What follows belongs to an exercise in optimizing a design on an open flow for small area, a short achievable clock period and few clock cycles; a production flow would make more cautious choices. No activity file was given, so power comes from the tool's default toggle rates.

## the previous run
==> module PMIPSL0, before the edit <==
module PMIPSL0(
	imemaddr, 	 
	dmemaddr,	 
	dmemwdata,	 
	dmemwrite,	 
	dmemread,	 
	aluresult,	 
	clock,
	imemrdata,	 
	dmemrdata,	 
	reset		 
	);
output [15:0] imemaddr;
output [15:0] dmemaddr;
output [15:0] dmemwdata;
output dmemwrite;
output dmemread;
output [15:0] aluresult;
input clock;
input [16:0] imemrdata;
input [15:0] dmemrdata;
input reset;
reg [12:0] JTarget;	 
reg [15:1] SeqPC;	 
reg [15:1] BTarget;	 
reg Taken;		 
reg JumpX;		 
reg MemReadX;		 
reg MemWriteX;		 
reg WriteX;		 
reg [2:0] WaddrX;
reg [15:0] B;		 
reg [15:0] AddP, AddG;	 
wire [15:0] sum;
AdderPG #(16) add(sum, AddP, AddG);
wire [15:0] wdata = MemReadX ? dmemrdata : sum;
assign dmemaddr = sum;
assign dmemwdata = B;
assign dmemread = MemReadX;
assign dmemwrite = MemWriteX;
assign aluresult = sum;
wire [15:1] jtarget = {SeqPC[15:14], JTarget};
wire [15:1] fetch = JumpX ? jtarget : (Taken ? BTarget : SeqPC);
assign imemaddr = {fetch, 1'b0};
wire [2:0] frs = imemrdata[12:10];
wire [2:0] frt = imemrdata[9:7];
wire [15:0] fimm = {{9{imemrdata[6]}}, imemrdata[6:0]};
wire fwrite, frtype, fsub, fmemread, fmemwrite, fbranch, fjump;
wire [2:0] fwaddr;
Control ctl(fwrite, fwaddr, frtype, fsub, fmemread, fmemwrite, fbranch, fjump, imemrdata);
reg [15:0] regcell[1:7];
integer i;
always @(posedge clock)
	for (i = 1; i < 8; i = i + 1)
		if (WriteX && WaddrX == i) regcell[i] <= wdata;
wire [15:0] ra = (frs == 3'd0) ? 16'd0 : regcell[frs];
wire [15:0] rb = (frt == 3'd0) ? 16'd0 : regcell[frt];
wire bypa = WriteX && (WaddrX == frs);
wire bypb = WriteX && (WaddrX == frt);
wire [15:0] fa = bypa ? wdata : ra;
wire [15:0] fb = bypb ? wdata : rb;
wire feq = (frs == frt) ? 1'b1 :
	   bypa ? (wdata == rb) :
	   bypb ? (ra == wdata) :
	   (ra == rb);
wire [15:0] fop2 = frtype ? (fsub ? ~fb : fb) : fimm;
wire [15:1] fbt;
Adder #(15) pcadd(fbt, fetch, fimm[14:0], 1'b1);
always @(posedge clock)
	if (reset) begin
		Taken <= 1'b0;
		JumpX <= 1'b0;
		MemReadX <= 1'b0;
		MemWriteX <= 1'b0;
		WriteX <= 1'b0;
		SeqPC <= 0;
	end else begin
		Taken <= fbranch && feq;
		JumpX <= fjump;
		MemReadX <= fmemread;
		MemWriteX <= fmemwrite;
		WriteX <= fwrite;
		SeqPC <= fetch + 1'b1;
	end
always @(posedge clock) begin
	JTarget <= imemrdata[12:0];
	WaddrX <= fwaddr;
	B <= fb;
	AddP <= {fa[15:1] ^ fop2[15:1], fa[0] ^ (frtype ? fb[0] : fimm[0])};
	AddG <= {fa[15:1] & fop2[15:1], frtype ? (fsub ? fa[0] | ~fb[0] : fa[0] & fb[0]) : fa[0] & fimm[0]};
	BTarget <= fbt;
end
endmodule
clock: 6.0 ns
lec_check: 0
cap_margin: 20
core_margin: 2
core_utilization: 40
place_density: 0.6
setup_slack_margin: 2.8
slew_margin: 20
synth_hierarchical: 1
run.sh (not shown) runs the stock make flow with config.mk's settings and CLKGATE_MAP_FILE= SYNTH_SCRIPT=/design/flow/synth_recipe.tcl, a recipe that flattens the netlist after the stock synthesis.
[inputs] the current run vs the previous run
--- a/flow/design.v
+++ b/flow/design.v
@@ -87,11 +87,9 @@
 input [16:0] imemrdata;
 input [15:0] dmemrdata;
 input reset;
-reg [12:0] JTarget;	 
 reg [15:1] SeqPC;	 
-reg [15:1] BTarget;	 
-reg Taken;		 
-reg JumpX;		 
+reg [15:1] Target;	 
+reg Redirect;		 
 reg MemReadX;		 
 reg MemWriteX;		 
 reg WriteX;		 
@@ -106,8 +104,7 @@
 assign dmemread = MemReadX;
 assign dmemwrite = MemWriteX;
 assign aluresult = sum;
-wire [15:1] jtarget = {SeqPC[15:14], JTarget};
-wire [15:1] fetch = JumpX ? jtarget : (Taken ? BTarget : SeqPC);
+wire [15:1] fetch = Redirect ? Target : SeqPC;
 assign imemaddr = {fetch, 1'b0};
 wire [2:0] frs = imemrdata[12:10];
 wire [2:0] frt = imemrdata[9:7];
@@ -131,30 +128,28 @@
 	   bypb ? (ra == wdata) :
 	   (ra == rb);
 wire [15:0] fop2 = frtype ? (fsub ? ~fb : fb) : fimm;
+wire [15:1] fseq = fetch + 1'b1;
 wire [15:1] fbt;
 Adder #(15) pcadd(fbt, fetch, fimm[14:0], 1'b1);
 always @(posedge clock)
 	if (reset) begin
-		Taken <= 1'b0;
-		JumpX <= 1'b0;
+		Redirect <= 1'b0;
 		MemReadX <= 1'b0;
 		MemWriteX <= 1'b0;
 		WriteX <= 1'b0;
 		SeqPC <= 0;
 	end else begin
-		Taken <= fbranch && feq;
-		JumpX <= fjump;
+		Redirect <= (fbranch && feq) || fjump;
 		MemReadX <= fmemread;
 		MemWriteX <= fmemwrite;
 		WriteX <= fwrite;
-		SeqPC <= fetch + 1'b1;
+		SeqPC <= fseq;
 	end
 always @(posedge clock) begin
-	JTarget <= imemrdata[12:0];
 	WaddrX <= fwaddr;
 	B <= fb;
 	AddP <= {fa[15:1] ^ fop2[15:1], fa[0] ^ (frtype ? fb[0] : fimm[0])};
 	AddG <= {fa[15:1] & fop2[15:1], frtype ? (fsub ? fa[0] | ~fb[0] : fa[0] & fb[0]) : fa[0] & fimm[0]};
-	BTarget <= fbt;
+	Target <= fjump ? {fseq[15:14], imemrdata[12:0]} : fbt;
 end
 endmodule
### Flow results
The current run against the previous run: cell depth of the worst min-delay path now smaller, total number of sequential cells now smaller, fraction of power consumed by combinational cells now larger, via count now smaller.
The current run reports a higher share of total power consumed by net switching than the previous run does.
As far as clock skew is concerned, the current run and the previous run perform about the same.
Clock buffer instance count of the final layout, the previous run and the current run: smaller value in the current run
Met1 capacity usage during global routing: the current run vs the previous run — no meaningful difference
The current run against the previous run: total die area now sits lower; net total in the final layout now sits lower; clock period minus worst slack now sits lower; post-detailed-route wirelength per cell now sits higher.
As of the current run, power after layout had fallen by a few percent compared to the previous run.
Compared to the previous run, the router laid down less metal wire for the current run.
AddP[3] as the launch point of the worst path was reported by the previous run, and AddG[0] by the current run.
Function was not checked in any run of this note: the RTL went through the layout flow alone.

## re-timing with driven ports
The flow's constraints put no driver on any port. The routed layouts listed below were extracted and timed again, unchanged, in two steps. Step 1 (the two cells are an assumption about what drives the block):
set clk [get_ports {clock}]
set_driving_cell -lib_cell sky130_fd_sc_hd__clkbuf_16 $clk
set_driving_cell -lib_cell sky130_fd_sc_hd__buf_2 [delete_from_list [all_inputs] $clk]
Step 2 adds t to the input delays and takes it off the output delays; t is the mean of the earliest and latest rising clock arrival at the registers after step 1. Input paths then give back, and output paths get back, about the clock's delay inside the block. Slacks: ideal ports / drivers / drivers and shift; pairs: ideal ports / drivers.
run | t, ns | setup WS [ns] | worst setup path at the end | worst register clock-pin slew, ns | pins driven straight from the clock port
the previous run | 0.554 | 2.426 / 2.377 / 2.274 | input to register | 0.07 / 0.07 | 1
the current run | 0.484 | 2.509 / 2.455 / 2.412 | input to register | 0.08 / 0.08 | 1
After both steps setup and hold are still met in every run listed. The setup slack of the previous run, which loses most, moves by -0.049 ns with the drivers and by -0.152 ns with both steps.
